Context: an optimization exercise on an open-source flow, tuned for small area. The choices shown serve that exercise and are no tape-out recipe.
The RTL was checked by simulation tests, not by an equivalence proof against the original design.
The flow treats the clock pin as an ideal source, which a real chip does not have.
Power figures rest on the tool's default switching activity, not on a simulated workload.

==> flow/design.v <==
module Core (clk, clr, rom_data, sram_data_in, io_owns_sram,
	rom_addr, rom_off, sram_req, we, sram_addr, write_data);
	input clk, clr;
	input [7:0] rom_data;
	input [7:0] sram_data_in;
	input io_owns_sram;
	output reg [17:0] rom_addr;
	output rom_off;           
	output sram_req, we;
	output [18:0] sram_addr;
	output [7:0] write_data;
	parameter LOAD = 5'd9;
	parameter STORE = 5'd10;
	parameter JS = 5'd30;
	parameter INC = 5'd31;
	parameter FETCH1 = 4'd0;
	parameter DECODE1 = 4'd1;
	parameter FETCH2 = 4'd2;
	parameter DECODE2 = 4'd3;
	parameter FETCH3 = 4'd4;
	parameter DECODE3 = 4'd5;
	parameter FETCH4 = 4'd6;
	parameter DECODE4 = 4'd7;
	parameter OPERATION = 4'd8;
	parameter BRANCH = 4'd9;
	parameter LOADSTATE = 4'd10;
	parameter LOADSTATE2 = 4'd11;
	parameter STORESTATE = 4'd12;
	parameter STORESTATE2 = 4'd13;
	reg [3:0] state;
	reg [4:0] OPCODE;
	reg [19:0] immd;
	reg [3:0] index;      
	reg neg_flag, zero_flag;
	reg same;             
	reg seq;              
	reg pc_in_immd;       
	wire fetch = ~state[3] & ~state[0];
	wire low_addr = immd[19:4] == 16'd0;
	wire rom_load = state == LOADSTATE & ~low_addr;
	wire [17:0] pc;
	wire [18:0] pc_c;
	assign pc_c[0] = seq;
	genvar i;
	generate
		for (i = 0; i < 18; i = i + 1) begin : pcinc
			assign pc[i] = rom_addr[i] ^ pc_c[i];
			assign pc_c[i+1] = rom_addr[i] & pc_c[i];
		end
	endgenerate
	wire is_inc = OPCODE == INC;
	wire is_shift = OPCODE[4:1] == 4'b0111;
	wire is_js = OPCODE == JS;
	wire is_mov = ~OPCODE[3] & OPCODE[2:0] == 3'd6;    
	wire is_reg_branch = OPCODE == 5'd7 || OPCODE == 5'd8 || OPCODE == 5'd11 ||
	                     OPCODE == 5'd12 || OPCODE == 5'd13;
	wire hi_from_rom = (OPCODE[4] & ~is_inc) | is_shift;
	wire [18:0] rdata;
	wire [3:0] read_index = (state == DECODE2) ?
		(is_reg_branch ? rom_data[7:4] : (is_inc ? 4'd0 : rom_data[3:0])) :
		(is_mov ? 4'd0 : index);
	wire sub = ~OPCODE[3] & (OPCODE[2:0] == 3'd1 || OPCODE[2:0] == 3'd2);
	wire [18:0] b = immd[18:0] ^ {19{sub}};
	wire [18:0] p = rdata ^ b;
	wire [18:0] g = rdata & b;
	wire [19:0] c;
	assign c[0] = sub | is_inc;
	generate
		for (i = 0; i < 19; i = i + 1) begin : carry
			assign c[i+1] = g[i] | (p[i] & c[i]);
		end
	endgenerate
	wire op_and = ~OPCODE[3] & OPCODE[2:0] == 3'd3;
	wire op_or = ~OPCODE[3] & OPCODE[2:0] == 3'd4;
	wire op_xor = ~OPCODE[3] & OPCODE[2:0] == 3'd5;
	wire [18:0] logic_r = ((p & {19{~op_and}}) | (g & {19{op_and | op_or}})) ^
	                      (c[18:0] & {19{~(op_and | op_or | op_xor)}});
	wire shr = OPCODE[0];
	wire [18:0] rrev, srev;
	wire [18:0] shl_in = shr ? rrev : rdata;
	wire [18:0] shl_out = shl_in << immd[19:16];
	generate
		for (i = 0; i < 19; i = i + 1) begin : rev
			assign rrev[i] = rdata[18-i];
			assign srev[i] = shl_out[18-i];
		end
	endgenerate
	wire [18:0] result = (OPCODE[3] & ~OPCODE[4]) ? (shr ? srev : shl_out) : logic_r;
	wire [7:0] load_byte = pc_in_immd ? rom_data : (io_owns_sram ? 8'd0 : sram_data_in);
	wire reg_we = (state == OPERATION && OPCODE[3:0] != 4'd2) ||
	              (state == BRANCH && is_js) || state == LOADSTATE2;
	wire [18:0] reg_wdata = (state == OPERATION) ? result :
	                        (state == BRANCH) ? {1'b0, pc} : {11'd0, load_byte};
	Register_File _RegisterFile(.clk(clk), .we(reg_we), .read_index(read_index),
		.write_index(index), .write_data(reg_wdata), .read_data(rdata));
	reg taken;
	always @(*) begin
		case (OPCODE)
			5'd7, 5'd28: taken = neg_flag;                   
			5'd8, 5'd29: taken = neg_flag | zero_flag;       
			5'd12, 5'd26: taken = zero_flag;                 
			5'd13, 5'd27: taken = ~zero_flag;                
			default: taken = 1'b1;                           
		endcase
	end
	assign rom_off = ~((~state[3] & state[0]) | (state == LOADSTATE2 & pc_in_immd));
	assign sram_req = (state == LOADSTATE & low_addr) | state == STORESTATE;
	assign we = state == STORESTATE;
	assign sram_addr = immd[18:0];
	assign write_data = rdata[7:0];
	always @(posedge clk or negedge clr) begin
		if (~clr) begin
			state <= FETCH1;
			rom_addr <= 18'd0;
			seq <= 1'b0;
			pc_in_immd <= 1'b0;
		end
		else begin
			seq <= 1'b1;
			if (fetch)
				rom_addr <= pc_in_immd ? immd[17:0] : pc;
			else if (rom_load)
				rom_addr <= immd[17:0];
			if (fetch)
				pc_in_immd <= 1'b0;
			else if (state == BRANCH)
				pc_in_immd <= taken;
			else if (state == LOADSTATE)
				pc_in_immd <= ~low_addr;
			if (fetch)
				state <= state + 1'b1;
			else case (state)
				DECODE1: state <= FETCH2;
				DECODE2: begin
					if (OPCODE == INC || OPCODE <= 5'd6 || is_shift)
						state <= OPERATION;
					else if (OPCODE[4])
						state <= FETCH3;
					else if (OPCODE == LOAD)
						state <= LOADSTATE;
					else if (OPCODE == STORE)
						state <= STORESTATE;
					else
						state <= BRANCH;
				end
				DECODE3: state <= FETCH4;
				DECODE4: begin
					if (OPCODE[3:0] <= 4'd6)
						state <= OPERATION;
					else if (OPCODE[3:0] == 4'd7)
						state <= LOADSTATE;
					else if (OPCODE[3:0] == 4'd8)
						state <= STORESTATE;
					else
						state <= BRANCH;
				end
				LOADSTATE: state <= LOADSTATE2;
				LOADSTATE2: state <= (~pc_in_immd & io_owns_sram) ? LOADSTATE : FETCH1;
				STORESTATE: state <= STORESTATE2;
				STORESTATE2: state <= io_owns_sram ? STORESTATE : FETCH1;
				default: state <= FETCH1;            
			endcase
		end
	end
	always @(posedge clk) begin
		case (state)
			DECODE1: OPCODE <= rom_data[7:3];
			DECODE2: begin
				index <= is_js ? 4'd3 : rom_data[7:4];
				same <= ~OPCODE[4] & (rom_data[7:4] == rom_data[3:0]);
				immd[19] <= hi_from_rom & rom_data[3];
				immd[18:16] <= hi_from_rom ? rom_data[2:0] : rdata[18:16];
				immd[15:0] <= rdata[15:0];
			end
			DECODE3: immd[15:8] <= rom_data;
			DECODE4: immd[7:0] <= rom_data;
			OPERATION: begin
				zero_flag <= result == 19'd0;
				neg_flag <= result[18];
			end
			LOADSTATE: begin
				if (~low_addr)
					immd[17:0] <= pc;               
			end
			LOADSTATE2: if (same & ~pc_in_immd) immd[3:0] <= 4'd0;
			default: ;
		endcase
	end
endmodule
module Register_File (clk, we, read_index, write_index, write_data, read_data);
	input clk, we;
	input [3:0] read_index, write_index;
	input [18:0] write_data;
	output reg [18:0] read_data;
	reg [18:0] r [1:15];
	genvar k;
	generate
		for (k = 1; k < 16; k = k + 1) begin : regs
			if (k >= 3 && k <= 5) begin : wide
				always @(posedge clk)
					if (we && write_index == k)
						r[k] <= write_data;
			end
			else begin : narrow
				always @(posedge clk)
					if (we && write_index == k)
						r[k][15:0] <= write_data[15:0];
			end
		end
	endgenerate
	always @(*) begin
		read_data = 19'd0;
		case (read_index)
			4'd1: read_data[15:0] = r[1][15:0];
			4'd2: read_data[15:0] = r[2][15:0];
			4'd3: read_data = r[3];
			4'd4: read_data = r[4];
			4'd5: read_data = r[5];
			4'd6: read_data[15:0] = r[6][15:0];
			4'd7: read_data[15:0] = r[7][15:0];
			4'd8: read_data[15:0] = r[8][15:0];
			4'd9: read_data[15:0] = r[9][15:0];
			4'd10: read_data[15:0] = r[10][15:0];
			4'd11: read_data[15:0] = r[11][15:0];
			4'd12: read_data[15:0] = r[12][15:0];
			4'd13: read_data[15:0] = r[13][15:0];
			4'd14: read_data[15:0] = r[14][15:0];
			4'd15: read_data[15:0] = r[15][15:0];
			default: read_data = 19'd0;
		endcase
	end
endmodule
module IOController (clk, clr, button, mem_data, req, we, addr, write_data, LED,
	audio_req, audio_addr, audio_done, start, stop_len);
	input clk, clr;
	input [7:0] button;
	input [7:0] mem_data;
	output req, we;
	output [18:0] addr;
	output [7:0] write_data;
	output LED;
	input audio_req;
	input [18:0] audio_addr;
	input audio_done;        
	output start;
	output reg [7:0] stop_len;
	parameter IDLE = 4'd0;
	parameter BUTTON6 = 4'd7;
	parameter BUTTON7 = 4'd8;
	parameter WAITCORE = 4'd9;
	parameter GETPOSITION = 4'd10;
	parameter STARTAUDIO = 4'd11;
	parameter WAITAUDIO = 4'd12;
	parameter ENDAUDIO = 4'd13;
	reg [3:0] state;
	reg [9:0] counter;       
	reg but8;
	wire [9:0] counter_inc;
	wire [10:0] cc;
	assign cc[0] = state == WAITCORE;
	genvar i;
	generate
		for (i = 0; i < 10; i = i + 1) begin : cinc
			assign counter_inc[i] = counter[i] ^ cc[i];
			assign cc[i+1] = counter[i] & cc[i];
		end
	endgenerate
	wire s_button = (state != IDLE) & (~state[3] | state == BUTTON7);
	wire s_waitcore = state == WAITCORE;
	wire s_getpos = state == GETPOSITION;
	wire s_waitaudio = state == WAITAUDIO;
	assign we = s_button;
	assign write_data = {5'd0, state[2:1], state[3] ? ~but8 : state[0]};
	assign req = s_button | s_getpos | (s_waitaudio & audio_req) | (s_waitcore & counter == 10'd0);
	assign addr = s_waitaudio ? audio_addr : {17'd0, state == BUTTON7, s_getpos};
	assign LED = s_waitcore;
	assign start = state == STARTAUDIO;
	always @(posedge clk or negedge clr) begin
		if (~clr) begin
			state <= IDLE;
			counter <= 10'd0;
			but8 <= 1'b0;
			stop_len <= 8'd0;
		end
		else begin
			counter <= counter_inc & {10{state != BUTTON6}};
			but8 <= but8 ^ (state == BUTTON7);
			case (state)
				IDLE: begin
					if (button[0]) state <= 4'd1;
					else if (button[1]) state <= 4'd2;
					else if (button[2]) state <= 4'd3;
					else if (button[3]) state <= 4'd4;
					else if (button[4]) state <= 4'd5;
					else if (button[5]) state <= 4'd6;
					else if (button[6]) state <= 4'd7;
					else if (button[7]) state <= BUTTON7;
				end
				BUTTON6: state <= GETPOSITION;
				BUTTON7: state <= IDLE;
				WAITCORE: state <= IDLE;
				GETPOSITION: state <= STARTAUDIO;
				STARTAUDIO: begin
					state <= WAITAUDIO;
					stop_len <= mem_data;
				end
				ENDAUDIO: state <= IDLE;
				WAITAUDIO: begin
					if (audio_done)
						state <= ENDAUDIO;
				end
				default: state <= WAITCORE;  
			endcase
		end
	end
endmodule
module MemoryController (clk, clr, sram_we, sram_addr, sram_data_in, sram_data_out, EN,
	core_sram_req, core_we, core_sram_addr, core_write_data,
	IO_req, IO_we, IO_addr, IO_write_data, IO_data, IO_ready);
	input clk, clr;
	output reg sram_we;
	output reg [18:0] sram_addr;
	input [7:0] sram_data_in;
	output reg [7:0] sram_data_out;
	output EN;
	input core_sram_req, core_we;
	input [18:0] core_sram_addr;
	input [7:0] core_write_data;
	input IO_req, IO_we;
	input [18:0] IO_addr;
	input [7:0] IO_write_data;
	output [7:0] IO_data;
	output IO_ready;
	reg own_io;           
	assign EN = ~sram_we;
	assign IO_ready = own_io;
	assign IO_data = (own_io & sram_we) ? sram_data_in : 8'd0;
	always @(posedge clk or negedge clr) begin
		if (~clr) begin
			own_io <= 1'b0;
			sram_we <= 1'b1;
			sram_addr <= 19'd0;
			sram_data_out <= 8'd0;
		end
		else begin
			own_io <= IO_req;
			if (IO_req) begin
				sram_addr <= IO_addr;
				sram_we <= ~IO_we;
				if (IO_we)
					sram_data_out <= IO_write_data;
			end
			else if (core_sram_req) begin
				sram_addr <= core_sram_addr;
				sram_we <= ~core_we;
				if (core_we)
					sram_data_out <= core_write_data;
			end
		end
	end
endmodule
module audioController (clk, clr, mem_data, data_ready, start, stop_len, addr, req, done, data);
	input clk, clr;
	input [7:0] mem_data;
	input data_ready;
	input start;
	input [7:0] stop_len;
	output reg [18:0] addr;
	output req;
	output done;
	output reg data;
	reg [7:0] len;           
	reg [2:0] bitCounter;
	reg [6:0] counter;
	reg [7:0] data_saved;
	wire [9:0] len3;
	wire [11:0] endpos;
	wire [10:0] c3;
	wire [12:0] bw;
	assign c3[0] = 1'b0;
	assign bw[0] = 1'b0;
	genvar i;
	generate
		for (i = 0; i < 10; i = i + 1) begin : times3
			wire x = (i < 8) ? len[i] : 1'b0;
			wire y = (i >= 1 && i < 9) ? len[i-1] : 1'b0;
			assign len3[i] = x ^ y ^ c3[i];
			assign c3[i+1] = (x & y) | (c3[i] & (x ^ y));
		end
		for (i = 0; i < 12; i = i + 1) begin : minus
			wire x = (i >= 7) ? len[i-7] : 1'b0;
			wire y = (i < 10) ? len3[i] : 1'b0;
			assign endpos[i] = x ^ y ^ bw[i];
			assign bw[i+1] = (~x & y) | (bw[i] & ~(x ^ y));
		end
	endgenerate
	wire [12:0] gt;
	assign gt[0] = |addr[6:0];
	generate
		for (i = 0; i < 12; i = i + 1) begin : cmp
			assign gt[i+1] = (addr[i+7] & ~endpos[i]) | (~(addr[i+7] ^ endpos[i]) & gt[i]);
		end
	endgenerate
	wire active = ~gt[12];
	wire [7:0] sample = data_ready ? mem_data : data_saved;
	wire run = ~start & active;
	wire bit_end = run & counter == 7'd78;
	wire [19:0] ac;
	wire [7:0] cc;
	assign ac[0] = bit_end & bitCounter == 3'd7;
	assign cc[0] = run;
	wire [18:0] addr_inc;
	wire [6:0] counter_inc;
	generate
		for (i = 0; i < 19; i = i + 1) begin : ainc
			assign addr_inc[i] = addr[i] ^ ac[i];
			assign ac[i+1] = addr[i] & ac[i];
		end
		for (i = 0; i < 7; i = i + 1) begin : cinc
			assign counter_inc[i] = counter[i] ^ cc[i];
			assign cc[i+1] = counter[i] & cc[i];
		end
	endgenerate
	assign req = (bitCounter == 3'd0) & active;
	always @(posedge clk or negedge clr) begin
		if (~clr) begin
			counter <= 7'd0;
			addr <= 19'd0;
			bitCounter <= 3'd0;
			len <= 8'd0;
			data <= 1'b0;
			data_saved <= 8'd0;
		end
		else begin
			addr <= addr_inc & {19{~start}};
			counter <= counter_inc & {7{~bit_end}};
			bitCounter <= bitCounter + bit_end;
			if (start)
				len <= stop_len;
			if (run)
				data_saved <= sample;
			if (bit_end)
				data <= sample[bitCounter];
		end
	end
	assign done = ~active;
endmodule
module top (input clk,
			input clr,
			input[7:0] sram_data_in,
			input[7:0] rom_data,
			output sram_we,
			output[18:0] sram_addr,
			output[7:0] sram_data_out,
			output rom_oe,
			output rom_ce,
			output[17:0] rom_addr,
			output EN,
			output LED,
			output sram_oe,
			output sram_ce,
			output sram_NC,
			output rom_pgm,
			output audio_stop,
			output audio_gain,
			output audio_NC,
			output audio_data,
			input[7:0] buttons
			);
	assign sram_oe = 1'b0;
	assign sram_ce = 1'b0;
	assign sram_NC = 1'b1;
	assign rom_pgm = 1'b1;
	assign audio_stop = 1'b0;
	assign audio_gain = 1'b0;
	assign audio_NC = 1'b0;
	assign rom_oe = rom_off;
	assign rom_ce = rom_off;
	wire core_sram_req, core_we, rom_off;
	wire [18:0] core_sram_addr;
	wire [7:0] core_write_data;
	wire IO_req, IO_we, IO_ready;
	wire [18:0] IO_addr;
	wire [7:0] IO_write_data, IO_data;
	wire start, audio_req, audio_done;
	wire [7:0] stop_len;
	wire [18:0] audio_addr;
	Core _Core(.clk(clk), .clr(clr),
		.rom_data(rom_data), .sram_data_in(sram_data_in), .io_owns_sram(IO_ready),
		.rom_addr(rom_addr), .rom_off(rom_off),
		.sram_req(core_sram_req), .we(core_we), .sram_addr(core_sram_addr),
		.write_data(core_write_data));
	MemoryController _MemoryController(.clk(clk), .clr(clr),
		.sram_we(sram_we), .sram_addr(sram_addr), .sram_data_in(sram_data_in),
		.sram_data_out(sram_data_out), .EN(EN),
		.core_sram_req(core_sram_req), .core_we(core_we), .core_sram_addr(core_sram_addr),
		.core_write_data(core_write_data),
		.IO_req(IO_req), .IO_we(IO_we), .IO_addr(IO_addr), .IO_write_data(IO_write_data),
		.IO_data(IO_data), .IO_ready(IO_ready));
	IOController _IOController(.clk(clk), .clr(clr), .button(buttons),
		.mem_data(IO_data), .req(IO_req), .we(IO_we), .addr(IO_addr),
		.write_data(IO_write_data), .LED(LED),
		.audio_req(audio_req), .audio_addr(audio_addr), .audio_done(audio_done),
		.start(start), .stop_len(stop_len));
	audioController _audioController(.clk(clk), .clr(clr),
		.mem_data(IO_data), .data_ready(IO_ready), .start(start), .stop_len(stop_len),
		.addr(audio_addr), .req(audio_req), .done(audio_done), .data(audio_data));
endmodule
==> flow/flow/run.sh <==
#!/bin/bash
# Own layout flow: the standard flow (standard.sh, ORFS) with these changes:
#  - synthesis maps the logic with an area-oriented ABC script (flow/area.abc)
#    and leaves adders to ABC instead of extracting half/full adder cells;
#    registers, their names and cell types are the standard synthesis's
#    (ABC maps only combinational logic); no pass-through output buffers;
#  - port buffers are buf_1 cells, and repair buffers the smaller sizes
#    (flow/small_bufs.tcl);
#  - clock tree synthesis uses clkbuf_8 cells on clusters of at most 18
#    flip-flops, and no dummy loads;
#  - after clock tree synthesis, cells off the critical paths are downsized
#    (flow/recover.tcl).
# make's output goes to flow.log here; ORFS keeps each step's log under orfs/logs.
set -euo pipefail
W=$PWD
{
	echo "proc abc {args} { set i [lsearch \$args -script]; lset args [expr {\$i + 1}] $W/flow/area.abc; yosys abc {*}\$args }"
	cat synth_recipe.tcl
} > my_synth.tcl
CTS="-sink_clustering_enable -repair_clock_nets -dont_use_dummy_load -buf_list sky130_fd_sc_hd__clkbuf_8 -tree_buf sky130_fd_sc_hd__clkbuf_4 -root_buf sky130_fd_sc_hd__clkbuf_4 -sink_clustering_size 16 -sink_clustering_max_diameter 100"
sed -e "s#SYNTH_SCRIPT=[^ ]*#SYNTH_SCRIPT=$W/my_synth.tcl ADDER_MAP_FILE= SYNTH_INSBUF=0 'CTS_ARGS=$CTS' 'BUFFER_PORTS_ARGS=-buffer_cell sky130_fd_sc_hd__buf_1' PRE_FLOORPLAN_TCL=$W/flow/small_bufs.tcl PRE_GLOBAL_PLACE_TCL=$W/flow/small_bufs.tcl PRE_RESIZE_TCL=$W/flow/small_bufs.tcl PRE_CTS_TCL=$W/flow/small_bufs.tcl PRE_GLOBAL_ROUTE_TCL=$W/flow/small_bufs.tcl POST_CTS_TCL=$W/flow/recover.tcl#" standard.sh > my_standard.sh
grep -q "my_synth.tcl ADDER_MAP_FILE=" my_standard.sh
bash my_standard.sh finish > flow.log 2>&1
test -s out/final.def
==> flow/flow/area.abc <==
strash
&get -n
&deepsyn -T 30
&put
dch -f
amap
mfs2
strash
dch -f
amap
topo
==> flow/flow/recover.tcl <==
# Downsize cells off the critical paths, then legalize again.
estimate_parasitics -placement
repair_timing -recover_power 100
detailed_placement
check_placement -verbose
==> flow/flow/small_bufs.tcl <==
# Repair buffers: the smaller sizes only.
set_dont_use {sky130_fd_sc_hd__buf_4 sky130_fd_sc_hd__buf_6 sky130_fd_sc_hd__buf_8 sky130_fd_sc_hd__buf_12 sky130_fd_sc_hd__buf_16 sky130_fd_sc_hd__bufbuf_8 sky130_fd_sc_hd__bufbuf_16}
==> flow/standard.sh <==
#!/bin/bash
# synth_recipe.tcl (not shown) runs the flow's synth.tcl, then flattens the netlist and writes it again
# the make line also repeats each setting of config.mk as NAME=value (left out here)
make -C /OpenROAD-flow-scripts/flow DESIGN_CONFIG=/design/flow/config.mk WORK_HOME=/design/flow/orfs CLKGATE_MAP_FILE= SYNTH_SCRIPT=/design/flow/synth_recipe.tcl "${@:-finish}"
==> flow/config.mk <==
export PLATFORM = sky130hd
export DESIGN_NAME = top
export DESIGN_NICKNAME = top
export VERILOG_FILES = /design/flow/design.v
export SDC_FILE = /design/flow/constraint.sdc
export NUM_CORES = 4
export LEC_CHECK = 0
export CAP_MARGIN = 20
export CORE_MARGIN = 2
export CORE_UTILIZATION = 60
export GPL_TIMING_DRIVEN = 0
export PLACE_DENSITY = 0.75
export SLEW_MARGIN = 20
==> flow/constraint.sdc <==
create_clock -name core_clock -period 10.0 [get_ports {clk}]
set_input_delay 2.0000 -clock core_clock [delete_from_list [all_inputs] [get_ports {clk}]]
set_output_delay 2.0000 -clock core_clock [all_outputs]
set_load 0.01 [all_outputs]
==> key figures, run 1 <==
Run status
  – Status: complete, no violations

Pwr
  – Leak Pwr: ~7 nW
  – Pwr dens: roughly 330 nW/um2
  – VDD IR max: approximately 160 uV

Routing
  – Initial DRT Pass Iterations: 8
  – WL met3: roughly 5.9 mm
  – Met1 Wirelength: between 20 and 25 mm
  – DR DRC count: 0
  – Vias: 15500
  – Top Metal Used: met4
  – Met2 Routed Length: ~27 mm
  – Routed WL per cell: roughly 25 um
  – Routed Antenna Nets: 0
  – WL final: about 57 mm
  – Initial DRC Count: approximately 2000
  – Vias per cell: 6.89

Global route
  – First-pass GRT wire length: 85.0 mm
  – Vias in the first global route: 14500
  – Initial antenna violation count: 2
  – Gr usage total: 0.357
  – GR Overflow Total: 0
  – Largest net degree at the start of global routing: 33

Timing
  – Pins Over Slew Limit: 0
  – Layout Skew: roughly 0.089 ns
  – Fin. Hold Viols: 0
  – F_max: roughly 0.11 GHz
  – Post-layout min period: approximately 9.3 ns
  – Slew HR: 0.203
  – Setup-failing EPs final: 0
  – Total negative setup slack: 0 ns
  – Min Hold Slack: 0.501 ns
  – Worst-Margin Slew: 1.19 ns
  – Final period util: 0.932

Yosys
  – Synth warnings: 6
  – Syn Inst Count: 1682
  – Yosys reg bits: 403
  – Post-synth EDFFs: approximately 280
  – Top-area cell type share of the netlist area: 0.458
  – Synth top area cells: edfxtp_1 46%, dfrtp_1 16%, nor2_1 4.4%
  – Main synth FF type: edfxtp_1
  – Post-synth ARST share: 0.303
  – Synthesized area per cell: roughly 11 um2
  – Post-Syn Area: roughly 18000 um2
  – Yosys cell types: 50
  – Cell taking the most area after synthesis: edfxtp_1
  – Sequential element share of the synthesized area: 0.624

Setup path
  – Most used cell, CP: a22oi_1
  – WP data arrival: between 9 and 10 ns
  – CP Buf/Inv Count: 2
  – Crit-path leading delay family: compound AO/OA/AOI/OAI gates
  – Max incr delay on CP: 0.73 ns
  – Crit path kind: register to register
  – CP max-delay cell: nor2_4
  – CP Max Fanout: 28
  – WP data required: approximately 11 ns
  – Startpoint Class: register
  – CP endpoint kind: register

Finish
  – Final instance area: slightly above 20000 um2
  – Layout cells sized above 1: 0.0684
  – Nets@finish: ~1900
  – Final Util: 0.666
  – Area delta synth->final: 10.0%

Floorplanning
  – Die X: around 180 um
  – Chip height: between 150 and 200 um
  – Initial Util: 0.605
  – Full die area: approximately 32000 um2
  – Row count: 64
  – Top Ports: 84
  – Core area: about 30000 um2

Placement
  – Placed Area: 19800 um2
  – Port buffer count: 76
  – Post-DP HPWL: ~41 mm
  – Placer congestion estimate: between 0.9 and 1

Clock tree
  – Clk slew on worst S/H paths: around 0.12 ns
  – Clock latency on the worst-skew pair: around 0.85 ns
  – CTS tree: built
  – CTS Sinks: 403

Worst hold path
  – Hold crit path type: register to register

Run
  – Number of max-cap violations: 0
metrics by stage:
stage | setup WS, ns | std cells | power (W)
final | 0.683 | 2255 | 0.00672
after global routing | -0.0436 | 2255 | 0.00710
after global placement | -3.37 | 2160 | 0.00568
after floorplan | 1.54 | 1688 | 0.00461
after detailed placement | -1.33 | 2216 | 0.00586
path summary, 6_finish.rpt:
kind                       slack [ns]                            endpoint                               start  cells past startpoint
max                              0.68        _Core._RegisterFile.r[5][17]                     _Core.OPCODE[0]                     37
min                              0.50  _MemoryController.sram_data_out[5]  _MemoryController.sram_data_out[5]                      2
max reg2reg                      0.68        _Core._RegisterFile.r[5][17]                     _Core.OPCODE[0]                     37
min reg2reg                      0.50  _MemoryController.sram_data_out[5]  _MemoryController.sram_data_out[5]                      2
max in group asynchronous        7.44           _audioController.addr[18]                                 clr                      4
min in group asynchronous        1.09           _IOController.stop_len[5]                                 clr                      1
power breakdown:
group | leakage, nW | switching (W) | total, W | internal (W)
combinational | 2.55 | 0.00244 | 0.00354 | 0.00110
clock | 0.201 | 0.000495 | 0.000738 | 0.000243
sequential | 4.12 | 0.000237 | 0.00244 | 0.00221
cells in the mapped netlist, drive strengths merged, types with 5 or more instances:
cell,n
dfrtp,121
o221ai,26
o21ai,141
nand2,146
o22ai,99
o32ai,8
nor2,214
a221oi,14
a222oi,48
a22o,8
a32oi,7
nand3,28
edfxtp,281
a31oi,26
clkinv,162
nor4,13
a2111oi,7
a21oi,83
a22oi,60
or3,12
a211oi,15
or2,20
o22a,13
nand4,17
nor2b,5
nor3,40
o21a,5
and3,11
a21o,9
state kept, by name, summed over array words and instances (netlist names), 3 cells and up:
signal,count
_audioController.counter,7
_Core.state,4
_MemoryController.sram_addr,19
_Core.index,4
_audioController.data_saved,8
_IOController.state,4
_Core.immd,20
_audioController.len,8
_Core.OPCODE,5
_IOController.stop_len,8
_audioController.addr,19
_IOController.counter,10
_audioController.bitCounter,3
_MemoryController.sram_data_out,8
_Core._RegisterFile.r,249
_Core.rom_addr,18
logic make-up (layout without fill, tap and decap cells):
kind of cell | count (synthesis) | in the layout | synth area share
other | 2 | 9 | 0.000408
flip-flops | 403 | 403 | 0.624
AO/OA/AOI/OAI | 599 | 599 | 0.220
AND/OR/NAND/NOR | 516 | 516 | 0.122
buffers and inverters | 162 | 332 | 0.0330
worst min-delay path, cell delays in order, from the launching register on:
cell and delay, ns:
dfrtp_1 0.36, nand2_1 0.05, o21ai_0 0.06
cells in the final DEF, fill, tap and decap left out, types with 7 or more instances in the layout:
| master | netlist | final |
|---|---|---|
| a211oi_1 | 15 | 15 |
| clkbuf_1 | 0 | 26 |
| o21ai_0 | 141 | 136 |
| nor4_1 | 13 | 9 |
| a32oi_1 | 7 | 7 |
| buf_1 | 0 | 71 |
| nor3_1 | 40 | 30 |
| nor2_4 | 0 | 11 |
| nor2_1 | 214 | 198 |
| nand4_1 | 17 | 17 |
| nand2_1 | 146 | 144 |
| a21o_1 | 9 | 9 |
| and3_1 | 11 | 11 |
| o221ai_1 | 26 | 23 |
| a21oi_1 | 83 | 80 |
| o32ai_1 | 8 | 7 |
| o22a_1 | 13 | 13 |
| nand3_1 | 28 | 28 |
| or2_0 | 20 | 20 |
| a22oi_1 | 60 | 60 |
| buf_2 | 0 | 35 |
| conb_1 | 2 | 8 |
| a222oi_1 | 48 | 48 |
| clkbuf_8 | 0 | 26 |
| dfrtp_1 | 121 | 120 |
| o22ai_1 | 99 | 95 |
| a22o_1 | 8 | 8 |
| or3_1 | 12 | 12 |
| clkinv_1 | 162 | 160 |
| a31oi_1 | 26 | 26 |
| a221oi_1 | 14 | 14 |
| edfxtp_1 | 281 | 281 |
metal layers:
layer  global-route usage  vias up
li1                     -     6917
met1                0.472     7459
met2                0.585      965
met3               0.0473      190
met4                0.180        0
met5                    0        -
area by class of cell:
cell class / count / area, um2
Sequential cell: 403 / 11500
Fill cell: 2339 / 10200
Multi-Input combinational cell: 1123 / 6670
Inverter: 162 / 612
Timing Repair Buffer: 141 / 609
Tap cell: 396 / 495
Clock buffer: 29 / 380
Antenna cell: 1 / 2.50
==> run 2, diff against run 1 <==
--- a/flow/flow/run.sh
+++ b/flow/flow/run.sh
@@ -17,7 +17,7 @@
 	echo "proc abc {args} { set i [lsearch \$args -script]; lset args [expr {\$i + 1}] $W/flow/area.abc; yosys abc {*}\$args }"
 	cat synth_recipe.tcl
 } > my_synth.tcl
-CTS="-sink_clustering_enable -repair_clock_nets -dont_use_dummy_load -buf_list sky130_fd_sc_hd__clkbuf_8 -tree_buf sky130_fd_sc_hd__clkbuf_4 -root_buf sky130_fd_sc_hd__clkbuf_4 -sink_clustering_size 16 -sink_clustering_max_diameter 100"
+CTS="-sink_clustering_enable -repair_clock_nets -dont_use_dummy_load -buf_list sky130_fd_sc_hd__clkbuf_8 -sink_clustering_size 18 -sink_clustering_max_diameter 60"
 sed -e "s#SYNTH_SCRIPT=[^ ]*#SYNTH_SCRIPT=$W/my_synth.tcl ADDER_MAP_FILE= SYNTH_INSBUF=0 'CTS_ARGS=$CTS' 'BUFFER_PORTS_ARGS=-buffer_cell sky130_fd_sc_hd__buf_1' PRE_FLOORPLAN_TCL=$W/flow/small_bufs.tcl PRE_GLOBAL_PLACE_TCL=$W/flow/small_bufs.tcl PRE_RESIZE_TCL=$W/flow/small_bufs.tcl PRE_CTS_TCL=$W/flow/small_bufs.tcl PRE_GLOBAL_ROUTE_TCL=$W/flow/small_bufs.tcl POST_CTS_TCL=$W/flow/recover.tcl#" standard.sh > my_standard.sh
 grep -q "my_synth.tcl ADDER_MAP_FILE=" my_standard.sh
 bash my_standard.sh finish > flow.log 2>&1
==> run 2 against run 1 <==
  * Critical path type is now input port to register
  * Clock skew up 0.022 ns
  * Still clean
  * Global-route usage up 0.46 points
  * Maximum frequency down 0.89%
  * Setup slack worse by 0.083 ns
  * Wire length up 1.4%
==> key figures, run 2 <==
Yosys
  – Synth warnings: 6
  – Post-synth EDFFs: about 280
  – Synthesized area per cell: 10.9 um2
  – Post-synth ARST share: 0.303
  – Post-Syn Area: ~18000 um2
  – Syn Inst Count: 1682
  – Sequential element share of the synthesized area: 0.624
  – Yosys reg bits: roughly 400
  – Top-count cell post-synth: edfxtp_1
  – Top-area cell type share of the netlist area: 0.458
  – Yosys cell types: 50
  – Synth cell count leaders: 281 x edfxtp_1, 214 x nor2_1, 162 x clkinv_1
  – Main synth FF type: edfxtp_1
  – Synth top area cells: edfxtp_1 46%, dfrtp_1 16%, nor2_1 4.4%
  – Cell taking the most area after synthesis: edfxtp_1

Floorplanning
  – Full die area: 32100 um2
  – Initial Util: 0.605
  – Core area: between 30000 and 40000 um2
  – Top Ports: 84
  – Chip height: between 150 and 200 um
  – Die X: about 180 um
  – Row count: 64

Finish
  – Most common library cell in the layout ignoring fill and taps: edfxtp_1
  – Final instance area: ~20000 um2
  – Nets@finish: about 1900
  – Max FFs per register: about 250
  – Commonest cells after routing, fill and taps aside: 281 x edfxtp_1, 195 x nor2_1, 160 x clkinv_1
  – Biggest register: _Core._RegisterFile.r
  – Top Registers: _Core._RegisterFile.r (249), _Core.immd (20)
  – Layout cells sized above 1: 0.0724
  – Diode count: 0
  – Area delta synth->final: 10.6%

Worst hold path
  – Hold Crit Start: _audioController.counter[6]
  – Hold crit path type: register to register

Setup path
  – WP data arrival: approximately 9.7 ns
  – Max incr delay on CP: 0.73 ns
  – CP Launch Point: rom_data[0]
  – CP Max Fanout: 19
  – RR Startpoint: _Core.state[0]
  – Crit path kind: input port to register
  – CP endpoint kind: register
  – Startpoint Class: input port
  – Most used cell, CP: a22oi_1
  – CP max-delay cell: nor2_4
  – Register-to-register setup slack: 0.65 ns
  – CP Buf/Inv Count: 3
  – WP data required: 10.34 ns
  – Crit-path leading delay family: compound AO/OA/AOI/OAI gates

Timing
  – F_max: 0.106 GHz
  – Post-layout min period: ~9.4 ns
  – Layout Skew: 0.110 ns
  – Setup-failing EPs final: 0
  – Final period util: 0.940
  – Pins Over Slew Limit: 0
  – Fin. Hold Viols: 0
  – Worst-Margin Slew: around 1.1 ns
  – Slew HR: 0.249
  – Min Hold Slack: 0.499 ns

Global route
  – GR Overflow Total: 0
  – Vias in the first global route: approximately 15000
  – Gr usage total: 0.362
  – Initial antenna violation count: 1
  – First-pass GRT wire length: 85.7 mm
  – Largest net degree at the start of global routing: 33

Placement
  – Placed Area: ~20000 um2
  – Post-DP HPWL: a little over 40 mm
  – Placer congestion estimate: 0.945
  – Port buffer count: 76

Run
  – Number of max-cap violations: 0

Routing
  – Initial DRT Pass Iterations: 6
  – Routed WL per cell: 25.7 um
  – Routed Antenna Nets: 0
  – DR DRC count: 0
  – Initial DRC Count: ~2100
  – WL final: between 50 and 60 mm
  – Vias: approximately 16000
  – Vias per cell: ~6.9

Clock tree
  – CTS tree: built
  – Clock latency on the worst-skew pair: around 0.60 ns
  – Clk slew on worst S/H paths: around 0.090 ns
  – CTS Sinks: between 400 and 500

Pwr
  – VDD IR max: ~210 uV
  – Leak Pwr: approximately 7 nW
  – Pwr dens: 335 nW/um2

Run status
  – Status: complete, no violations
run 2: worst paths after layout:
path / endpoint / cells past startpoint
worst max-delay path: _Core.zero_flag / 31
worst min-delay path: _audioController.counter[6] / 1
worst max register to register: _Core.zero_flag / 39
worst min register to register: _audioController.counter[6] / 1
max in group asynchronous: _MemoryController.sram_addr[14] / 4
min in group asynchronous: _IOController.stop_len[5] / 1
run 2: final cells by class:
type,count,area (um2)
clock buffers,35,482
fillers,2325,10100
inverters,162,612
multi-input cells,1123,6670
flip-flops and latches,403,11500
well taps,396,495
repair buffers,141,609
run 2: power by group:
part | internal (W) | switching, W | total [W]
clock | 0.000315 | 0.000510 | 0.000825
combinational | 0.00110 | 0.00245 | 0.00355
sequential | 0.00221 | 0.000240 | 0.00245
run 2: metrics by stage:
| step | util | std cells | power (W) | setup slack, ns | setup TNS [ns] |
|---|---|---|---|---|---|
| finish | 0.669 | 2260 | 0.00683 | 0.600 | 0 |
| global route | 0.669 | 2260 | 0.00719 | -0.0472 | -0.0472 |
| detailed placement | 0.649 | 2216 | 0.00586 | -1.33 | -67.01 |
| global placement | 0.632 | 2160 | 0.00568 | -3.37 | -612.69 |
| floorplan | - | 1688 | 0.00461 | 1.54 | 0 |
run 2: kinds of logic after synthesis:
kind of cell,Yosys count,share of synthesized area
buffers and inverters,162,0.0330
AO/OA/AOI/OAI,599,0.220
flip-flops,403,0.624
other,2,0.000408
AND/OR/NAND/NOR,516,0.122
run 2: metal layers:
| metal | GRT usage | part of all wire | vias up |
|---|---|---|---|
| met4 | 0.189 | 0.057 | 0 |
| met3 | 0.0609 | 0.10 | 215 |
| met2 | 0.589 | 0.47 | 960 |
| met5 | 0 | 0 | - |
| li1 | - | - | 6927 |
| met1 | 0.469 | 0.37 | 7498 |
==> run 3, diff against run 2 <==
--- a/flow/design.v
+++ b/flow/design.v
@@ -373,25 +373,25 @@
 	reg [2:0] bitCounter;
 	reg [6:0] counter;
 	reg [7:0] data_saved;
+	wire [9:0] a3 = {2'd0, len};
+	wire [9:0] b3 = {1'b0, len, 1'b0};
 	wire [9:0] len3;
-	wire [11:0] endpos;
 	wire [10:0] c3;
-	wire [12:0] bw;
 	assign c3[0] = 1'b0;
+	wire [11:0] a4 = {len[4:0], 7'd0};
+	wire [11:0] b4 = {2'd0, len3};
+	wire [11:0] endpos;
+	wire [12:0] bw;
 	assign bw[0] = 1'b0;
 	genvar i;
 	generate
 		for (i = 0; i < 10; i = i + 1) begin : times3
-			wire x = (i < 8) ? len[i] : 1'b0;
-			wire y = (i >= 1 && i < 9) ? len[i-1] : 1'b0;
-			assign len3[i] = x ^ y ^ c3[i];
-			assign c3[i+1] = (x & y) | (c3[i] & (x ^ y));
+			assign len3[i] = a3[i] ^ b3[i] ^ c3[i];
+			assign c3[i+1] = (a3[i] & b3[i]) | (c3[i] & (a3[i] ^ b3[i]));
 		end
 		for (i = 0; i < 12; i = i + 1) begin : minus
-			wire x = (i >= 7) ? len[i-7] : 1'b0;
-			wire y = (i < 10) ? len3[i] : 1'b0;
-			assign endpos[i] = x ^ y ^ bw[i];
-			assign bw[i+1] = (~x & y) | (bw[i] & ~(x ^ y));
+			assign endpos[i] = a4[i] ^ b4[i] ^ bw[i];
+			assign bw[i+1] = (~a4[i] & b4[i]) | (bw[i] & ~(a4[i] ^ b4[i]));
 		end
 	endgenerate
 	wire [12:0] gt;
--- a/flow/flow/run.sh
+++ b/flow/flow/run.sh
@@ -7,7 +7,7 @@
 #  - port buffers are buf_1 cells, and repair buffers the smaller sizes
 #    (flow/small_bufs.tcl);
 #  - clock tree synthesis uses clkbuf_8 cells on clusters of at most 18
-#    flip-flops, and no dummy loads;
+#    flip-flops within 60 um, and no dummy loads;
 #  - after clock tree synthesis, cells off the critical paths are downsized
 #    (flow/recover.tcl).
 # make's output goes to flow.log here; ORFS keeps each step's log under orfs/logs.
--- a/flow/config.mk
+++ b/flow/config.mk
@@ -9,5 +9,5 @@
 export CORE_MARGIN = 2
 export CORE_UTILIZATION = 60
 export GPL_TIMING_DRIVEN = 0
-export PLACE_DENSITY = 0.75
+export PLACE_DENSITY = 0.65
 export SLEW_MARGIN = 20
==> run 3 against run 2 <==
  * Synthesized area unchanged
  * Clock power fell by 0.7%
  * Sequential cell count unchanged
  * Final area up 0.15%
  * Critical endpoint unchanged
  * Largest cell class unchanged
  * Highest routed layer unchanged
==> key figures, run 3 <==
Worst hold path
  – Hold crit path type: register to register

Setup path
  – Crit-path leading delay family: compound AO/OA/AOI/OAI gates
  – WP data arrival: just under 10 ns
  – CP Max Fanout: 9
  – Cells on worst reg2reg path: 39
  – CP endpoint kind: register
  – WP data required: between 10 and 15 ns
  – Critical R2R Capture: _Core.zero_flag
  – CP max-delay cell: dfrtp_1
  – Worst path depth: 39
  – Crit path kind: register to register
  – Startpoint Class: register
  – Max incr delay on CP: between 0.5 and 0.6 ns
  – CP Buf/Inv Count: 6
  – RR Startpoint: _Core.state[0]
  – CP Launch Point: _Core.state[0]
  – Most used cell, CP: a22oi_1
  – CP endpoint: _Core.zero_flag
  – Register-to-register setup slack: 0.75 ns

Timing
  – Pins Over Slew Limit: 0
  – Min Hold Slack: 0.495 ns
  – Fin. Hold Viols: 0
  – Worst-Margin Slew: between 1 and 1.5 ns
  – Setup WS post-layout: between 0.7 and 0.8 ns
  – Setup-failing EPs final: 0
  – Layout Skew: between 0.1 and 0.15 ns
  – Final period util: 0.925
  – Post-layout min period: 9.25 ns
  – Slew HR: 0.200
  – F_max: 0.108 GHz
  – RSZ-0062 raised after global routing: false

Routing
  – Routed Antenna Nets: 0
  – Vias: roughly 16000
  – WL met3: approximately 5.7 mm
  – DR DRC count: 0
  – Routed WL per cell: 25.6 um
  – Initial DRC Count: roughly 2000
  – Met1 Wirelength: approximately 22 mm
  – Initial DRT Pass Iterations: 6
  – Met2 Routed Length: 27.6 mm
  – Vias per cell: slightly below 7
  – WL final: between 50 and 60 mm
  – Top Metal Used: met4

Yosys
  – Post-synth ARST share: 0.303
  – Synth top area cells: edfxtp_1 46%, dfrtp_1 16%, nor2_1 4.4%
  – Top-area cell type share of the netlist area: 0.458
  – Top-count cell post-synth: edfxtp_1
  – Yosys cell types: 50
  – Post-synth EDFFs: around 280
  – Synth warnings: 6
  – Sequential element share of the synthesized area: 0.624
  – Main synth FF type: edfxtp_1
  – Synthesized area per cell: 10.9 um2
  – Syn Inst Count: ~1700
  – Yosys reg bits: roughly 400
  – Synth cell count leaders: 281 x edfxtp_1, 214 x nor2_1, 162 x clkinv_1
  – Post-Syn Area: between 15000 and 20000 um2
  – Cell taking the most area after synthesis: edfxtp_1

Finish
  – Final Util: 0.670
  – Biggest register: _Core._RegisterFile.r
  – Most common library cell in the layout ignoring fill and taps: edfxtp_1
  – Fill count: approximately 2300
  – Diode count: 0
  – Final Non-Filler Cells: 2265
  – Area delta synth->final: 10.8%
  – Commonest cells after routing, fill and taps aside: 281 x edfxtp_1, 193 x nor2_1, 158 x clkinv_1
  – Layout cells sized above 1: 0.0765
  – Top Registers: _Core._RegisterFile.r (249), _Core.immd (20)
  – Max FFs per register: between 200 and 250
  – Nets@finish: approximately 1900

Global route
  – Largest net degree at the start of global routing: 32
  – Gr usage total: 0.359
  – First-pass GRT wire length: between 80 and 90 mm
  – Vias in the first global route: 14600
  – GR Overflow Total: 0
  – Initial antenna violation count: 0

Placement
  – Post-DP HPWL: around 41 mm
  – Placer congestion estimate: 0.961
  – Setup Slack @ Placement: -1.35 ns
  – Port buffer count: 76
  – Inst Count DP: around 2200

Clock tree
  – CTS tree: built
  – Clock latency on the worst-skew pair: 0.60 ns
  – CTS Sinks: approximately 400
  – Clk slew on worst S/H paths: 0.07 ns

Floorplanning
  – Chip height: between 150 and 200 um
  – Top Ports: 84
  – Core area: roughly 30000 um2
  – Die X: about 180 um
  – Full die area: about 32000 um2
  – Row count: 64
  – Initial Util: 0.605

Pwr
  – Leak Pwr: 6.93 nW
  – VDD IR max: 190 uV
  – Pwr dens: approximately 340 nW/um2

Run status
  – Status: complete, no violations

Run
  – Number of max-cap violations: 0
[run 3: cell count changes in the layout (fill, tap and decap cells not counted), sizes merged]
cell      previous run  this run
clkbuf              69        67
clkinvlp             0         2
buf                107       114
clkinv             161       159
[run 3: how the worst min path moves through the flow]
stage                                     endpoint  cells after the start  slack, ns                            from
floorplan              _audioController.counter[6]                      1       0.45     _audioController.counter[6]
global placement       _audioController.counter[6]                      1       0.46     _audioController.counter[6]
detailed placement  _MemoryController.sram_addr[0]                      2       0.48  _MemoryController.sram_addr[0]
global route        _MemoryController.sram_addr[0]                      2       0.53  _MemoryController.sram_addr[0]
finish                 _audioController.counter[6]                      1       0.50     _audioController.counter[6]
[run 3: logic make-up after synthesis]
group	Yosys count	synth area share
flops	403	0.624
simple gates	516	0.122
buf+inv	162	0.0330
other cells	2	0.000408
compound gates	599	0.220
[run 3: layout make-up]
cell class	instances	area, um2	share of cell area
multi-input cells	1123	6690	0.328
repair buffers	146	617	0.0302
inverters	162	621	0.0304
clock buffers	35	482	0.0236
flip-flops and latches	403	11500	0.563
well taps	396	495	0.0243
[run 3: metrics by stage]
step	area, um2	TNS (ns)	power [W]
global route	20400	0	0.00721
floorplan	18400	0	0.00461
global placement	19200	-605.43	0.00568
finish	20400	0	0.00686
detailed placement	19700	-76.36	0.00586
[run 3: where the power goes]
group          switching, W  internal, W
registers          0.000239      0.00221
clock network      0.000505     0.000314
logic               0.00248      0.00111
[run 3: routing by layer]
layer | track usage | up-vias
met5 | 0 | -
met4 | 0.184 | 0
met3 | 0.0683 | 213
met2 | 0.599 | 912
met1 | 0.449 | 7477
li1 | - | 6912
[run 3: worst register-to-register path, delay by kind of cell (launching register included)]
kind | cells | cell delay [ns]
AND/OR/NAND/NOR | 10 | 2.09
AO/OA/AOI/OAI | 23 | 5.35
buffers and inverters | 6 | 1.13
flip-flops | 1 | 0.52
==> run 4, diff against run 3 <==
--- a/flow/flow/run.sh
+++ b/flow/flow/run.sh
@@ -17,7 +17,7 @@
 	echo "proc abc {args} { set i [lsearch \$args -script]; lset args [expr {\$i + 1}] $W/flow/area.abc; yosys abc {*}\$args }"
 	cat synth_recipe.tcl
 } > my_synth.tcl
-CTS="-sink_clustering_enable -repair_clock_nets -dont_use_dummy_load -buf_list sky130_fd_sc_hd__clkbuf_8 -sink_clustering_size 18 -sink_clustering_max_diameter 60"
+CTS="-sink_clustering_enable -repair_clock_nets -dont_use_dummy_load -buf_list sky130_fd_sc_hd__clkbuf_8 -tree_buf sky130_fd_sc_hd__clkbuf_4 -root_buf sky130_fd_sc_hd__clkbuf_4 -sink_clustering_size 16 -sink_clustering_max_diameter 70"
 sed -e "s#SYNTH_SCRIPT=[^ ]*#SYNTH_SCRIPT=$W/my_synth.tcl ADDER_MAP_FILE= SYNTH_INSBUF=0 'CTS_ARGS=$CTS' 'BUFFER_PORTS_ARGS=-buffer_cell sky130_fd_sc_hd__buf_1' PRE_FLOORPLAN_TCL=$W/flow/small_bufs.tcl PRE_GLOBAL_PLACE_TCL=$W/flow/small_bufs.tcl PRE_RESIZE_TCL=$W/flow/small_bufs.tcl PRE_CTS_TCL=$W/flow/small_bufs.tcl PRE_GLOBAL_ROUTE_TCL=$W/flow/small_bufs.tcl POST_CTS_TCL=$W/flow/recover.tcl#" standard.sh > my_standard.sh
 grep -q "my_synth.tcl ADDER_MAP_FILE=" my_standard.sh
 bash my_standard.sh finish > flow.log 2>&1
==> run 4 against run 3 <==
  * Wire length is 0.13% higher
  * Still clean on timing, DRC and antenna
  * Total power down 0.37%
  * Core utilization shrank 0.057 points
==> key figures, run 4 <==
Run status
  – Status: complete, no violations

Timing
  – Worst-Margin Slew: about 1.2 ns
  – Fin. Hold Viols: 0
  – Total negative setup slack: 0 ns
  – Post-layout min period: ~9.3 ns
  – RSZ-0062 raised after global routing: false
  – Layout Skew: ~0.13 ns
  – Slew HR: 0.210
  – Pins Over Slew Limit: 0
  – Setup-failing EPs final: 0
  – F_max: around 0.11 GHz
  – Final period util: 0.932

Floorplanning
  – Top Ports: 84
  – Die X: about 180 um
  – Chip height: between 150 and 200 um
  – Row count: between 60 and 70
  – Core area: about 30000 um2
  – Initial Util: 0.605
  – Full die area: ~32000 um2

Pwr
  – Pwr dens: 335 nW/um2
  – VDD IR max: 173 uV
  – Leak Pwr: 6.92 nW

Yosys
  – Sequential element share of the synthesized area: 0.624
  – Post-synth ARST share: 0.303
  – Synth top area cells: edfxtp_1 46%, dfrtp_1 16%, nor2_1 4.4%
  – Cell taking the most area after synthesis: edfxtp_1
  – Post-synth EDFFs: 281
  – Top-area cell type share of the netlist area: 0.458
  – Synth warnings: 6
  – Yosys reg bits: just over 400
  – Top-count cell post-synth: edfxtp_1
  – Yosys cell types: 50
  – Main synth FF type: edfxtp_1
  – Synthesized area per cell: ~11 um2
  – Syn Inst Count: around 1700
  – Post-Syn Area: 18400 um2
  – Synth cell count leaders: 281 x edfxtp_1, 214 x nor2_1, 162 x clkinv_1

Placement
  – Placed Area: around 20000 um2
  – Inst Count DP: 2212
  – Port buffer count: 76
  – Placer congestion estimate: between 0.9 and 1
  – Post-DP HPWL: around 41 mm

Routing
  – DR DRC count: 0
  – Vias: roughly 16000
  – Initial DRT Pass Iterations: 6
  – Initial DRC Count: 1984
  – Routed WL per cell: 25.6 um
  – Routed Antenna Nets: 0
  – WL final: 58.1 mm
  – Vias per cell: between 6 and 7

Global route
  – Initial antenna violation count: 1
  – Gr usage total: 0.359
  – Largest net degree at the start of global routing: 32
  – GR Overflow Total: 0
  – First-pass GRT wire length: about 85 mm
  – Vias in the first global route: approximately 15000

Setup path
  – Max incr delay on CP: approximately 0.53 ns
  – Startpoint Class: register
  – Crit path kind: register to register
  – CP endpoint kind: register
  – CP Max Fanout: 9
  – WP data required: approximately 10 ns
  – WP data arrival: about 10 ns
  – Most used cell, CP: a22oi_1
  – CP max-delay cell: nor2_1

Finish
  – Layout cells sized above 1: 0.0765
  – Most common library cell in the layout ignoring fill and taps: edfxtp_1
  – Max FFs per register: between 200 and 250
  – Final instance area: 20400 um2
  – Final Non-Filler Cells: 2267
  – Biggest register: _Core._RegisterFile.r
  – Top Registers: _Core._RegisterFile.r (249), _Core.immd (20)
  – Commonest cells after routing, fill and taps aside: 281 x edfxtp_1, 194 x nor2_1, 159 x clkinv_1
  – Nets@finish: between 1500 and 2000
  – Area delta synth->final: 10.7%

Clock tree
  – Clock latency on the worst-skew pair: about 0.73 ns
  – CTS tree: built
  – Clk slew on worst S/H paths: about 0.080 ns
  – CTS Sinks: between 400 and 500

Worst hold path
  – Hold crit path type: register to register

Run
  – Number of max-cap violations: 0
run 4: critical path, delay by kind of cell, from the launching register on:
family,cells,cell delay [ns]
compound gates,22,5.02
simple gates,11,2.40
buf+inv,6,1.20
flops,1,0.51
run 4: where the power goes:
part           internal [W]  switching, W  leakage, nW
sequential          0.00221      0.000239         4.12
clock              0.000289      0.000506        0.239
combinational       0.00111       0.00248         2.56
run 4: final timing paths:
check                                             from                           to  slack [ns]  depth (start not counted)
setup / recovery                        _Core.state[0]              _Core.zero_flag        0.68                         39
hold / removal             _audioController.counter[6]  _audioController.counter[6]        0.50                          1
setup reg to reg                        _Core.state[0]              _Core.zero_flag        0.68                         39
hold reg to reg            _audioController.counter[6]  _audioController.counter[6]        0.50                          1
max in group asynchronous                          clr      _audioController.len[3]        6.28                          4
min in group asynchronous                          clr  _audioController.counter[1]        1.32                          1
run 4: stage by stage:
stage	hold slack (ns)	worst slack [ns]	power, W	utilization
detailed placement	0.481	-1.35	0.00586	0.649
global route	0.527	0.00637	0.00719	0.670
floorplan	0.448	1.54	0.00461	-
finish	0.495	0.678	0.00683	0.670
global placement	0.464	-3.30	0.00568	0.632
run 4: cell type report:
type	instances	area [um2]
Sequential cell	403	11500
Fill cell	2306	10100
Multi-Input combinational cell	1123	6690
Timing Repair Buffer	147	622
Inverter	162	621
Tap cell	396	495
Clock buffer	35	450
Antenna cell	1	2.50
run 4: kinds of logic (layout without fill, tap and decap cells):
family,Yosys count,after routing,synth area share
compound gates,599,599,0.220
flops,403,403,0.624
simple gates,516,516,0.122
other cells,2,9,0.000408
buf+inv,162,344,0.0330
run 4: metal layers:
metal,part of all wire,vias up,track usage
met2,0.48,943,0.601
met4,0.053,0,0.182
met3,0.098,214,0.0666
met1,0.37,7538,0.450
met5,0,-,0
li1,-,6924,-
==> run 5, diff against run 4 <==
--- a/flow/flow/run.sh
+++ b/flow/flow/run.sh
@@ -7,7 +7,7 @@
 #  - port buffers are buf_1 cells, and repair buffers the smaller sizes
 #    (flow/small_bufs.tcl);
 #  - clock tree synthesis uses clkbuf_8 cells on clusters of at most 18
-#    flip-flops within 60 um, and no dummy loads;
+#    flip-flops within 80 um, and no dummy loads;
 #  - after clock tree synthesis, cells off the critical paths are downsized
 #    (flow/recover.tcl).
 # make's output goes to flow.log here; ORFS keeps each step's log under orfs/logs.
@@ -17,7 +17,7 @@
 	echo "proc abc {args} { set i [lsearch \$args -script]; lset args [expr {\$i + 1}] $W/flow/area.abc; yosys abc {*}\$args }"
 	cat synth_recipe.tcl
 } > my_synth.tcl
-CTS="-sink_clustering_enable -repair_clock_nets -dont_use_dummy_load -buf_list sky130_fd_sc_hd__clkbuf_8 -tree_buf sky130_fd_sc_hd__clkbuf_4 -root_buf sky130_fd_sc_hd__clkbuf_4 -sink_clustering_size 16 -sink_clustering_max_diameter 70"
+CTS="-sink_clustering_enable -repair_clock_nets -dont_use_dummy_load -buf_list sky130_fd_sc_hd__clkbuf_8 -sink_clustering_size 18 -sink_clustering_max_diameter 80"
 sed -e "s#SYNTH_SCRIPT=[^ ]*#SYNTH_SCRIPT=$W/my_synth.tcl ADDER_MAP_FILE= SYNTH_INSBUF=0 'CTS_ARGS=$CTS' 'BUFFER_PORTS_ARGS=-buffer_cell sky130_fd_sc_hd__buf_1' PRE_FLOORPLAN_TCL=$W/flow/small_bufs.tcl PRE_GLOBAL_PLACE_TCL=$W/flow/small_bufs.tcl PRE_RESIZE_TCL=$W/flow/small_bufs.tcl PRE_CTS_TCL=$W/flow/small_bufs.tcl PRE_GLOBAL_ROUTE_TCL=$W/flow/small_bufs.tcl POST_CTS_TCL=$W/flow/recover.tcl#" standard.sh > my_standard.sh
 grep -q "my_synth.tcl ADDER_MAP_FILE=" my_standard.sh
 bash my_standard.sh finish > flow.log 2>&1
--- a/flow/config.mk
+++ b/flow/config.mk
@@ -9,5 +9,5 @@
 export CORE_MARGIN = 2
 export CORE_UTILIZATION = 60
 export GPL_TIMING_DRIVEN = 0
-export PLACE_DENSITY = 0.65
+export PLACE_DENSITY = 0.75
 export SLEW_MARGIN = 20
==> run 5 against run 4 <==
  * Critical endpoint unchanged
  * Still clean
  * Clock power down 8.7%
  * Clock-buffer cell count is 8 lower
  * Synthesized cell count unchanged
  * Sequential power is essentially flat
  * Largest power group unchanged
  * First-iteration DRC count is 6.7% higher
==> key figures, run 5 <==
Setup path
  – Most used cell, CP: a22oi_1
  – Max incr delay on CP: between 0.9 and 1 ns
  – CP endpoint: _Core.zero_flag
  – WP data required: about 10 ns
  – RR Startpoint: _Core.OPCODE[0]
  – Cells on worst reg2reg path: 35
  – Critical R2R Capture: _Core.zero_flag
  – CP max-delay cell: a2111oi_0
  – CP Max Fanout: 28
  – WP data arrival: between 10 and 15 ns
  – Startpoint Class: register
  – Crit path kind: register to register
  – Register-to-register setup slack: 0.39 ns
  – CP endpoint kind: register
  – CP Launch Point: _Core.OPCODE[0]

Yosys
  – Yosys cell types: 50
  – Synth cell count leaders: 281 x edfxtp_1, 214 x nor2_1, 162 x clkinv_1
  – Cell taking the most area after synthesis: edfxtp_1
  – Syn Inst Count: 1682
  – Sequential element share of the synthesized area: 0.624
  – Synthesized area per cell: between 10 and 15 um2
  – Synth top area cells: edfxtp_1 46%, dfrtp_1 16%, nor2_1 4.4%
  – Post-synth EDFFs: around 280
  – Top-area cell type share of the netlist area: 0.458
  – Synth warnings: 6
  – Post-synth ARST share: 0.303
  – Top-count cell post-synth: edfxtp_1
  – Yosys reg bits: 403
  – Post-Syn Area: 18400 um2
  – Main synth FF type: edfxtp_1

Finish
  – Diode count: 0
  – Final Non-Filler Cells: about 2300
  – Final instance area: a little over 20000 um2
  – Top Registers: _Core._RegisterFile.r (249), _Core.immd (20)
  – Biggest register: _Core._RegisterFile.r
  – Nets@finish: approximately 1900
  – Most common library cell in the layout ignoring fill and taps: edfxtp_1
  – Max FFs per register: approximately 250
  – Layout cells sized above 1: 0.0717
  – Commonest cells after routing, fill and taps aside: 281 x edfxtp_1, 196 x nor2_1, 158 x clkinv_1
  – Area delta synth->final: 10.4%

Placement
  – Placed Area: just under 20000 um2
  – Port buffer count: 76
  – Placer congestion estimate: roughly 0.97
  – Post-DP HPWL: between 40 and 50 mm
  – Inst Count DP: approximately 2200

Timing
  – Layout Skew: approximately 0.089 ns
  – Final period util: 0.961
  – F_max: approximately 0.10 GHz
  – Fin. Hold Viols: 0
  – Post-layout min period: 9.61 ns
  – Slew HR: 0.213
  – Total negative setup slack: 0 ns
  – Pins Over Slew Limit: 0
  – Setup-failing EPs final: 0
  – Worst-Margin Slew: 1.15 ns

Routing
  – Initial DRC Count: around 2100
  – Routed WL per cell: ~25 um
  – DR DRC count: 0
  – Vias per cell: 6.86
  – Routed Antenna Nets: 0
  – Initial DRT Pass Iterations: 9
  – WL final: 57.2 mm
  – Vias: 15500

Global route
  – GR Overflow Total: 0
  – Initial antenna violation count: 1
  – First-pass GRT wire length: around 85 mm
  – Largest net degree at the start of global routing: 35
  – Vias in the first global route: 14600
  – Gr usage total: 0.355

Pwr
  – VDD IR max: around 190 uV
  – Pwr dens: about 330 nW/um2
  – Leak Pwr: ~6.9 nW

Clock tree
  – Clk slew on worst S/H paths: 0.11 ns
  – CTS tree: built
  – Clock latency on the worst-skew pair: between 0.6 and 0.7 ns
  – CTS Sinks: slightly above 400

Floorplanning
  – Full die area: roughly 32000 um2
  – Core area: about 30000 um2
  – Chip height: roughly 180 um
  – Die X: between 150 and 200 um
  – Initial Util: 0.605
  – Row count: 64
  – Top Ports: 84

Run
  – Number of max-cap violations: 0

Run status
  – Status: complete, no violations

Worst hold path
  – Hold crit path type: register to register
## run 5: where the power goes
part	internal, W	switching (W)	leakage (nW)
clock network	0.000242	0.000484	0.194
registers	0.00221	0.000244	4.12
logic	0.00111	0.00247	2.59
total	0.00356	0.00320	6.90
## run 5: layout make-up
type                    count  area [um2]
clock buffers              27         372
flip-flops and latches    403       11500
inverters                 162         618
multi-input cells        1123        6700
repair buffers            153         658
fillers                  2352       10100
well taps                 396         495
## run 5: per-stage QoR
| stage | utilization | setup slack (ns) | hold slack, ns | power (W) |
|---|---|---|---|---|
| 3_5_place_dp | 0.649 | -1.40 | 0.473 | 0.00585 |
| 5_1_grt | 0.668 | -0.0631 | 0.536 | 0.00712 |
| 2_1_floorplan | - | 1.54 | 0.448 | 0.00461 |
| 3_3_place_gp | 0.632 | -3.31 | 0.464 | 0.00568 |
| 6_report | 0.668 | 0.392 | 0.488 | 0.00676 |
## run 5: metal layers
metal,vias to the layer above,track usage,wire length (um)
li1,6923,-,-
met1,7344,0.449,20900
met2,1015,0.588,26900
met3,238,0.0611,5920
met4,0,0.188,3480
met5,-,0,0
## run 5: critical path, delay by kind of cell (launching register included)
family                 cells  cell delay [ns]
buffers and inverters      8             1.83
AND/OR/NAND/NOR            7             1.21
AO/OA/AOI/OAI             20             5.82
flip-flops                 1             0.50
## run 5: logic make-up after synthesis
group           synth area share
other cells             0.000408
flops                      0.624
buf+inv                   0.0330
compound gates             0.220
simple gates               0.122
## run 5: worst min path at each step
stage	startpoint	end	slack, ns	cells past startpoint
2_1_floorplan	_audioController.counter[6]	_audioController.counter[6]	0.45	1
3_3_place_gp	_audioController.counter[6]	_audioController.counter[6]	0.46	1
3_5_place_dp	_MemoryController.sram_data_out[6]	_MemoryController.sram_data_out[6]	0.47	2
5_1_grt	_MemoryController.sram_addr[0]	_MemoryController.sram_addr[0]	0.54	2
6_report	_MemoryController.sram_data_out[6]	_MemoryController.sram_data_out[6]	0.49	2
==> run 6, diff against run 5 <==
==> flow/flow/small_bufs.tcl (replaced) <==
# Repair buffers: the smaller sizes only.
set_dont_use {sky130_fd_sc_hd__buf_4 sky130_fd_sc_hd__buf_6 sky130_fd_sc_hd__buf_8 sky130_fd_sc_hd__buf_12 sky130_fd_sc_hd__buf_16 sky130_fd_sc_hd__bufbuf_8 sky130_fd_sc_hd__bufbuf_16 sky130_fd_sc_hd__clkbuf_16}
--- a/flow/config.mk
+++ b/flow/config.mk
@@ -9,5 +9,5 @@
 export CORE_MARGIN = 2
 export CORE_UTILIZATION = 60
 export GPL_TIMING_DRIVEN = 0
-export PLACE_DENSITY = 0.75
+export PLACE_DENSITY = 0.65
 export SLEW_MARGIN = 20
==> run 6 against run 5 <==
  * Cell count fell by 0.49%
  * Core utilization shrank 0.23 points
  * Via count is essentially flat
  * Non-clock buffer count shrank 11
  * Register-to-register slack gained 0.27 ns
  * Sequential cell count is the same
  * Synthesized area is the same
  * Still clean
  * Critical path depth shrank 1
  * Largest cell class unchanged
==> key figures, run 6 <==
Timing
  – Pins Over Slew Limit: 0
  – Worst-Margin Slew: 1.25 ns
  – RSZ-0062 raised after global routing: false
  – Total negative setup slack: 0 ns
  – Setup WS post-layout: 0.659 ns
  – Layout Skew: about 0.063 ns
  – F_max: 0.107 GHz
  – Fin. Hold Viols: 0
  – Min Hold Slack: 0.501 ns
  – Post-layout min period: around 9.3 ns
  – Setup-failing EPs final: 0
  – Slew HR: 0.167
  – Final period util: 0.934

Clock tree
  – Clk slew on worst S/H paths: 0.11 ns
  – CTS tree: built
  – CTS Sinks: between 400 and 500
  – Clock latency on the worst-skew pair: about 0.63 ns

Floorplanning
  – Core area: about 30000 um2
  – Chip height: approximately 180 um
  – Initial Util: 0.605
  – Die X: 179 um
  – Top Ports: 84
  – Full die area: between 30000 and 40000 um2
  – Row count: 64

Yosys
  – Yosys cell types: 50
  – Synthesized area per cell: about 11 um2
  – Syn Inst Count: roughly 1700
  – Post-synth EDFFs: around 280
  – Top-count cell post-synth: edfxtp_1
  – Synth top area cells: edfxtp_1 46%, dfrtp_1 16%, nor2_1 4.4%
  – Main synth FF type: edfxtp_1
  – Synth cell count leaders: 281 x edfxtp_1, 214 x nor2_1, 162 x clkinv_1
  – Cell taking the most area after synthesis: edfxtp_1
  – Sequential element share of the synthesized area: 0.624
  – Post-synth ARST share: 0.303
  – Synth warnings: 6
  – Yosys reg bits: ~400
  – Post-Syn Area: 18400 um2
  – Top-area cell type share of the netlist area: 0.458

Finish
  – Most common library cell in the layout ignoring fill and taps: edfxtp_1
  – Area delta synth->final: 10.0%
  – Top Registers: _Core._RegisterFile.r (249), _Core.immd (20)
  – Diode count: 0
  – Final instance area: around 20000 um2
  – Nets@finish: between 1500 and 2000
  – Layout cells sized above 1: 0.0705
  – Commonest cells after routing, fill and taps aside: 281 x edfxtp_1, 193 x nor2_1, 158 x clkinv_1
  – Biggest register: _Core._RegisterFile.r
  – Max FFs per register: between 200 and 250

Global route
  – Vias in the first global route: 14500
  – GR Overflow Total: 0
  – Initial antenna violation count: 0
  – Gr usage total: 0.357
  – Largest net degree at the start of global routing: 32
  – First-pass GRT wire length: 84.5 mm

Setup path
  – Startpoint Class: register
  – WP data arrival: about 9.7 ns
  – RR Startpoint: _Core.state[0]
  – WP data required: between 10 and 15 ns
  – Max incr delay on CP: a little over 0.6 ns
  – CP Max Fanout: 9
  – CP max-delay cell: nor3_2
  – CP endpoint kind: register
  – CP Launch Point: _Core.state[0]
  – Crit path kind: register to register
  – Most used cell, CP: a22oi_1

Pwr
  – Clock network power share: 0.109
  – Share of power burned in combinational logic: 0.529
  – Net Sw Frac: 0.474
  – Leak Pwr: 6.85 nW
  – Sw power: approximately 0.0032 W
  – Reg power frac: 0.362
  – VDD IR max: between 150 and 200 uV
  – P_int: about 0.0036 W
  – Pwr dens: ~330 nW/um2

Routing
  – DR DRC count: 0
  – Initial DRT Pass Iterations: 6
  – WL final: slightly below 60 mm
  – Initial DRC Count: 1832
  – Vias per cell: between 6 and 7
  – Routed WL per cell: roughly 26 um
  – Routed Antenna Nets: 0
  – Vias: 15500

Worst hold path
  – Hold Crit Start: _audioController.counter[6]
  – Hold crit path type: register to register

Placement
  – Post-DP HPWL: 41.4 mm
  – Placed Area: between 15000 and 20000 um2
  – Setup Slack @ Placement: -1.35 ns
  – Placer congestion estimate: 0.961
  – Port buffer count: 76

Run status
  – Status: complete, no violations

Run
  – Number of max-cap violations: 0
[run 6: cell counts after synthesis]
Identical to the previous run, type by type.
[run 6: final cells by class]
class	instances	area (um2)
Sequential cell	403	11500
Fill cell	2313	10200
Multi-Input combinational cell	1123	6690
Inverter	162	621
Timing Repair Buffer	142	596
Tap cell	396	495
Clock buffer	27	372
[run 6: worst max-delay path, delay by kind of cell (launching register included)]
family / cells / cell delay, ns
compound gates: 17 / 3.91
simple gates: 10 / 2.39
buf+inv: 7 / 2.27
flops: 1 / 0.48
[run 6: through the flow]
stage | cells | power (W) | util
2_1_floorplan | 1688 | 0.00461 | -
3_3_place_gp | 2160 | 0.00568 | 0.632
3_5_place_dp | 2212 | 0.00586 | 0.649
5_1_grt | 2253 | 0.00711 | 0.666
6_report | 2253 | 0.00677 | 0.666
[run 6: power by group through the flow]
stage | Sequential [W] | Combinational, W | Clock (W)
after floorplan | 0.00244 | 0.00217 | 0
after global placement | 0.00248 | 0.00320 | 0
after detailed placement | 0.00248 | 0.00338 | 0
after global routing | 0.00248 | 0.00385 | 0.000781
final | 0.00245 | 0.00358 | 0.000739
[run 6: routing by layer]
| layer | part of all wire | vias to the layer above | wire, um | global-route usage |
|---|---|---|---|---|
| li1 | - | 6888 | - | - |
| met1 | 0.37 | 7457 | 21400 | 0.450 |
| met2 | 0.48 | 953 | 27700 | 0.599 |
| met3 | 0.099 | 207 | 5760 | 0.0606 |
| met4 | 0.053 | 0 | 3040 | 0.177 |
| met5 | 0 | - | 0 | 0 |
[run 6: cell families (layout without fill, tap and decap cells)]
kind of cell | Yosys count | count (layout) | share of synthesized area
flops | 403 | 403 | 0.624
other cells | 2 | 8 | 0.000408
simple gates | 516 | 516 | 0.122
compound gates | 599 | 599 | 0.220
buf+inv | 162 | 331 | 0.0330
[run 6: final timing paths]
| path | to | slack, ns | cells after the start |
|---|---|---|---|
| min in group asynchronous | _audioController.counter[1] | 1.36 | 1 |
| setup / recovery | _Core._RegisterFile.r[5][17] | 0.66 | 34 |
| hold / removal | _audioController.counter[6] | 0.50 | 1 |
| max in group asynchronous | _audioController.len[5] | 6.30 | 4 |
| setup reg to reg | _Core._RegisterFile.r[5][17] | 0.66 | 34 |
| hold reg to reg | _audioController.counter[6] | 0.50 | 1 |

Setup slack of run 6, layout unchanged: 0.659 ns with ideal ports, 0.659 ns with driving cells assumed (clock clkbuf_16, inputs buf_2), 0.164 ns with port delays also shifted by the 0.647 ns mid clock arrival.
